Context: an optimization exercise on an open-source flow, tuned for small area, a short achievable clock period and few clock cycles per item. The choices shown serve that exercise and are no tape-out recipe.
Only simulation tests tie the RTL to the original design; equivalence was not proved.
Power figures rest on the tool's default switching activity, not on a simulated workload.

== job 1401 ==
Design COMP_Control, start of the top module:
module COMP_Control(
    input clock,
    input rst,
    input start_trigger,
    input reset_act,
    input reset_data,
    input signed [15:0] K0,
    input signed [15:0] K1,
    input signed [15:0] K2,
    input signed [17:0] setPoint,
    input signed [17:0] data,
    output reg busy,
    output wire signed [15:0] COMP_output
    );
==> flow/config.mk <==
export PLATFORM = sky130hd
export DESIGN_NAME = COMP_Control
export DESIGN_NICKNAME = COMP_Control
export VERILOG_FILES = /design/flow/design.v
export SDC_FILE = /design/flow/constraint.sdc
export NUM_CORES = 4
export LEC_CHECK = 0
export CAP_MARGIN = 20
export CORE_MARGIN = 2
export CORE_UTILIZATION = 55
export CTS_BUF_LIST = sky130_fd_sc_hd__clkbuf_8
export SLEW_MARGIN = 20
export SYNTH_HIERARCHICAL = 1
export SYNTH_MINIMUM_KEEP_SIZE = 0
==> flow/constraint.sdc <==
create_clock -name core_clock -period 12.0 [get_ports {clock}]
set_input_delay 2.4000 -clock core_clock [delete_from_list [all_inputs] [get_ports {clock}]]
set_output_delay 2.4000 -clock core_clock [all_outputs]
set_load 0.01 [all_outputs]
standard.sh (not shown) runs the stock make flow with config.mk's settings and CLKGATE_MAP_FILE= SYNTH_SCRIPT=/design/flow/synth_recipe.tcl, a recipe that flattens the netlist after the stock synthesis.
==> flow/flow/run.sh <==
#!/bin/bash
# The standard layout (standard.sh: the standard flow's synthesis, floorplan, placement,
# CTS, routing) at the design's clock period and constraints, with two
# changes to how hard the resizer works:
#  - repair_timing aims for a setup slack of SETUP_MARGIN ns instead of 0,
#    so the critical paths get sized and buffered although the 12 ns clock
#    would already be met;
#  - the port buffers are buf_2 cells rather than the resizer's pick.
set -euo pipefail
cd "$(dirname "$0")/.."
SETUP_MARGIN=$(cat flow/setup_margin.txt)
bash standard.sh "SETUP_SLACK_MARGIN=$SETUP_MARGIN" \
  "BUFFER_PORTS_ARGS=-buffer_cell sky130_fd_sc_hd__buf_2" finish > standard_make.log 2>&1
==> flow/flow/setup_margin.txt <==
6.0
In summary, job 1401 completed successfully, with a layout that passed the timing, DRC and antenna checks.
Testbench counts of job 1401, summed over its fixed seeds: cycles 72,000, items 24,000.
#### Input delta (job 721 over job 1401)
Settings: a change of CORE_UTILIZATION from 55 to 70.
[summary]
Job 721 completed end to end with timing, DRC and antenna clean.
Taking job 721 as 1.0, job 1401 lands at 1.13 on number of rows in the core area.
Job 721 reports a lower clock power than job 1401 does.
Clock share of power: job 721 vs job 1401 down 1.9 points
Fraction of power consumed by combinational cells up 1.1 points in job 721 wrt job 1401
Re worst clock skew: job 1401 and job 721 aren't equal, and the lower value belongs to job 721.
Diff job 1401 -> job 721 | post-route cell area | down slightly
Going from job 1401 to job 721, detailed-route wire length on metal 1 shrank by more than 10%.
Job 721 vs. job 1401: area of the placeable core went down by 0.0062 mm²; CTS clock-pin slew for the worst setup and hold paths shows no meaningful change; final core utilization has increased.
[inputs] job 9123 vs job 721
Settings: CORE_UTILIZATION now 40, was 70.
==> flow/flow/setup_margin.txt <==
6.6
Findings:
Every stage of the flow completed for job 9123, and the final layout passed the timing, DRC and antenna checks. Diff job 721 -> job 9123 | routed wire length | increase of 2700 µm. Going from job 721 to job 9123, cell count grew by more than 10%. Job 9123: met3 demand-to-capacity share in global routing 3.1 points below job 721. Across both runs, power after layout was higher for job 9123 than for job 721. Setup WNS job 721 -> job 9123: better. Comparing job 9123 and job 721, the lower total buffers and inverters traversed by the critical path is on job 9123. Between job 721 and job 9123, final worst clock skew increased. Compare job 9123 and job 721 | half-perimeter wire length after placement lower: job 721. Changes observed in job 9123 relative to job 721: area growth from synthesis to layout moved up, part of the total power dissipated in combinational logic moved up.

---

Starting RTL as in the previous note.
==> flow/config.mk <==
export PLATFORM = sky130hd
export DESIGN_NAME = COMP_Control
export DESIGN_NICKNAME = COMP_Control
export VERILOG_FILES = /design/flow/design.v
export SDC_FILE = /design/flow/constraint.sdc
export NUM_CORES = 4
export LEC_CHECK = 0
export CAP_MARGIN = 20
export CORE_MARGIN = 2
export CORE_UTILIZATION = 40
export CTS_BUF_LIST = sky130_fd_sc_hd__clkbuf_8
export SLEW_MARGIN = 20
export SYNTH_HIERARCHICAL = 1
export SYNTH_MINIMUM_KEEP_SIZE = 0
==> flow/constraint.sdc <==
create_clock -name core_clock -period 12.0 [get_ports {clock}]
set_input_delay 2.4000 -clock core_clock [delete_from_list [all_inputs] [get_ports {clock}]]
set_output_delay 2.4000 -clock core_clock [all_outputs]
set_load 0.01 [all_outputs]
==> flow/flow/setup_margin.txt <==
6.8
Scripts as last shown in full above: flow/flow/run.sh
Testbench counts at the start, summed over its fixed seeds: cycles 72,000, items 24,000.
Change:
==> flow/flow/setup_margin.txt (replaced) <==
6.0
=>
- first-iteration DRC count came out lower slightly
- die area stays the same
- setup slack is worse by 0.087 ns
- non-clock buffer count came out lower by 16
Change:
- ABC_AREA: not set -> 1
Outcome: The new run ran to the end with no violations. Synthesized area drops by 0.43%. Routed wire length rises by 1.3%. Sequential cell count is unchanged. Critical path depth went up by 1. Global-route usage came out higher by 0.45 points. Via count went up by 6.2%. Die area fell by 0.42%.
Change:
==> flow/flow/setup_margin.txt (replaced) <==
6.4
- ABC_AREA: 1 -> not set
=> The changed run finished with timing, DRC and antenna clean; via count drops by 5.9%; worst setup slack gains 0.14 ns; die area came out higher by 0.42%; count of clock-buffer cells in the layout is lower by 1.

---

Setup of cedar:
Another version of the RTL of COMP_Control (not shown whole).
Size in the first run: ~1700 cells after synthesis, roughly 170 flip-flops, roughly 110 I/O pins, ~0.016 mm2 of cells after synthesis.
Design COMP_Control, start of the top module:
module COMP_Control(
    input clock,
    input rst,
    input start_trigger,
    input reset_act,
    input reset_data,
    input signed [15:0] K0,
    input signed [15:0] K1,
    input signed [15:0] K2,
    input signed [17:0] setPoint,
    input signed [17:0] data,
    output reg busy,
    output wire signed [15:0] COMP_output
    );
    reg [18:0] e0, e1, e2;
    reg [47:0] S, C;
    reg [15:0] Kr;
    reg sB, sC, sD;    
    wire load = start_trigger & ~busy & ~reset_act & ~rst;
    wire clr_all = rst | (reset_act & reset_data);
    wire [18:0] diff = {setPoint[17], setPoint} - {data[17], data};
    wire [47:0] acc = S + C;
    assign COMP_output = {acc[47], acc[29:15]};
    wire d0_one = e2[0] ^ 1'b0;
    wire d0_two = (e2[1] & ~e2[0] & ~1'b0) | (~e2[1] & e2[0] & 1'b0);
    wire d0_neg = (e2[1] & ~(e2[0] & 1'b0)) ^ sC;
    wire d0_pp0 = ((d0_one & Kr[0])) ^ d0_neg;
    wire d0_pp1 = ((d0_one & Kr[1]) | (d0_two & Kr[0])) ^ d0_neg;
    wire d0_pp2 = ((d0_one & Kr[2]) | (d0_two & Kr[1])) ^ d0_neg;
    wire d0_pp3 = ((d0_one & Kr[3]) | (d0_two & Kr[2])) ^ d0_neg;
  ...
make LEC_CHECK=0 CAP_MARGIN=20 CORE_MARGIN=2 CORE_UTILIZATION=40 SLEW_MARGIN=20 SYNTH_HIERARCHICAL=1 SYNTH_MINIMUM_KEEP_SIZE=0 finish   # period 12.0 ns
run.sh (not shown) runs the stock make flow with config.mk's settings and CLKGATE_MAP_FILE= SYNTH_SCRIPT=/design/flow/synth_recipe.tcl, a recipe that flattens the netlist after the stock synthesis.
Stock flow here: none of the scripts above is used.
cedar finished end to end and its layout was clean on timing, DRC and antenna.
Testbench counts of cedar, summed over its fixed seeds: cycles 96,000, items 24,000.
Edits applied to the flow inputs when going from cedar to pine:
==> flow/flow/run.sh (new file) <==
#!/bin/bash
# The standard layout (standard.sh: the standard flow's synthesis, floorplan, placement,
# CTS, routing) at the design's clock period and constraints, with two
# changes to how hard the resizer works:
#  - repair_timing aims for a setup slack of SETUP_MARGIN ns instead of 0,
#    so the critical paths get sized and buffered although the 12 ns clock
#    would already be met;
#  - the port buffers are buf_4 cells rather than the resizer's pick.
set -euo pipefail
cd "$(dirname "$0")/.."
SETUP_MARGIN=$(cat flow/setup_margin.txt)
bash standard.sh "SETUP_SLACK_MARGIN=$SETUP_MARGIN" \
  "BUFFER_PORTS_ARGS=-buffer_cell sky130_fd_sc_hd__buf_4" finish > standard_make.log 2>&1
==> flow/flow/setup_margin.txt (new file) <==
7.5
==> flow/standard.sh (new file) <==
#!/bin/bash
# synth_recipe.tcl (not shown) runs the flow's synth.tcl, then flattens the netlist and writes it again
# the make line also repeats each setting of config.mk as NAME=value (left out here)
make -C /OpenROAD-flow-scripts/flow DESIGN_CONFIG=/design/flow/config.mk WORK_HOME=/design/flow/orfs CLKGATE_MAP_FILE= SYNTH_SCRIPT=/design/flow/synth_recipe.tcl "${@:-finish}"
removed: flow/run.sh
==> summary.txt <==
- pine has initial detailed-routing violation count below what cedar had.
- [compare] base=cedar new=pine: worst-path maximum fanout rose by 2, count of fill cells added during filler insertion went down by 97, number of non-clock buffers in the layout +21%.
- Going from cedar to pine, core utilization of the finished layout picked up an extra 1.7 points, first-pass GRT wire length neither gained nor lost much.
- Compared with cedar, in pine switching power of the nets saw an increase, global-route usage held steady, headroom to the max-slew limit now larger, final cell count now larger.
- Between cedar and pine, the average vias per placed instance figures differ only marginally.

---

COMP_Control, a different RTL version from the one above (not shown whole).
Size in the first run: ~1800 cells after synthesis, ~150 flip-flops, about 110 I/O pins, roughly 16000 µm² of cells after synthesis.
clock: 12.0 ns
lec_check: 0
cap_margin: 20
core_margin: 2
core_utilization: 40
cts_buf_list: sky130_fd_sc_hd__clkbuf_8
slew_margin: 20
synth_hierarchical: 1
synth_minimum_keep_size: 0
standard.sh (not shown) runs the stock make flow with config.mk's settings and CLKGATE_MAP_FILE= SYNTH_SCRIPT=/design/flow/synth_recipe.tcl, a recipe that flattens the netlist after the stock synthesis.
==> flow/flow/run.sh <==
#!/bin/bash
# The standard layout (standard.sh: the standard flow's synthesis, floorplan, placement,
# CTS, routing) at the design's clock period and constraints, with two
# changes to how hard the resizer works:
#  - repair_timing aims for a setup slack of SETUP_MARGIN ns instead of 0,
#    so the critical paths get sized and buffered although the 12 ns clock
#    would already be met;
#  - the port buffers are buf_1 cells rather than the resizer's pick.
set -euo pipefail
cd "$(dirname "$0")/.."
SETUP_MARGIN=$(cat flow/setup_margin.txt)
bash standard.sh "SETUP_SLACK_MARGIN=$SETUP_MARGIN" \
  "BUFFER_PORTS_ARGS=-buffer_cell sky130_fd_sc_hd__buf_1" finish > standard_make.log 2>&1
==> flow/flow/setup_margin.txt <==
6.0
The starting point produced a clean layout.
Testbench counts at the start, summed over its fixed seeds: cycles 72,000, items 24,000.
Change:
--- a/flow/flow/run.sh
+++ b/flow/flow/run.sh
@@ -6,8 +6,8 @@
 #    so the critical paths get sized and buffered although the 12 ns clock
 #    would already be met;
-#  - the port buffers are buf_1 cells rather than the resizer's pick.
+#  - the port buffers are buf_2 cells rather than the resizer's pick.
 set -euo pipefail
 cd "$(dirname "$0")/.."
 SETUP_MARGIN=$(cat flow/setup_margin.txt)
 bash standard.sh "SETUP_SLACK_MARGIN=$SETUP_MARGIN" \
-  "BUFFER_PORTS_ARGS=-buffer_cell sky130_fd_sc_hd__buf_1" finish > standard_make.log 2>&1
+  "BUFFER_PORTS_ARGS=-buffer_cell sky130_fd_sc_hd__buf_2" finish > standard_make.log 2>&1
Clock skew shrinks by 9.8 ps.
Total power grows by 0.30%.
Design area increases by 0.48%.
Area after synthesis does not change.
Setup slack got worse by 13 ps.
Worst hold slack is worse by 18 ps.
Synthesized cell count is unchanged.

==> re-timing with driven ports <==
In the flow no input, the clock included, has a driving cell. The finished layouts below were timed again as built, in two steps.
Step 1 assumes that a clkbuf_16 drives the clock port and a buf_2 every other input.
Step 2 moves the port delays by t, midway between the first and last clock arrival at a register: inputs arrive t later, outputs are due t later. That takes back most of the time a late clock gives input paths.
Three values: ideal, step 1, step 2; two values: the first two.
run	t, ns	slack for setup (ns)	hold WS [ns]	worst register clock-pin slew, ns	cell pins on the clock port's net
job 1401	0.561	6.433 / 6.380 / 5.997	0.452 / 0.452 / 0.452	0.10 / 0.10	1
job 721	0.524	6.344 / 6.296 / 5.954	0.446 / 0.446 / 0.446	0.10 / 0.10	1
job 9123	0.540	6.604 / 6.631 / 6.091	0.459 / 0.459 / 0.459	0.10 / 0.10	1
the first run of note 2	0.542	6.584 / 6.599 / 6.057	0.445 / 0.445 / 0.445	0.10 / 0.10	1
the second run of note 2	0.546	6.497 / 6.452 / 5.999	0.458 / 0.458 / 0.458	0.11 / 0.11	1
the third run of note 2	0.550	6.400 / 6.400 / 5.904	0.471 / 0.471 / 0.471	0.10 / 0.10	1
the fourth run of note 2	0.558	6.540 / 6.566 / 6.007	0.453 / 0.453 / 0.453	0.11 / 0.11	1
cedar	0.491	5.948 / 5.899 / 6.162	0.445 / 0.445 / 0.445	0.08 / 0.08	1
pine	0.495	7.159 / 7.111 / 7.340	0.452 / 0.452 / 0.452	0.09 / 0.09	1
the first run of note 4	0.556	6.367 / 6.396 / 5.840	0.456 / 0.456 / 0.456	0.11 / 0.11	1
the second run of note 4	0.556	6.354 / 6.384 / 5.828	0.438 / 0.438 / 0.438	0.10 / 0.10	1
After both steps setup and hold are still met in every run listed. The setup slack of the fourth run of note 2, which loses most, moves by +0.026 ns with the drivers and by -0.533 ns with both steps.
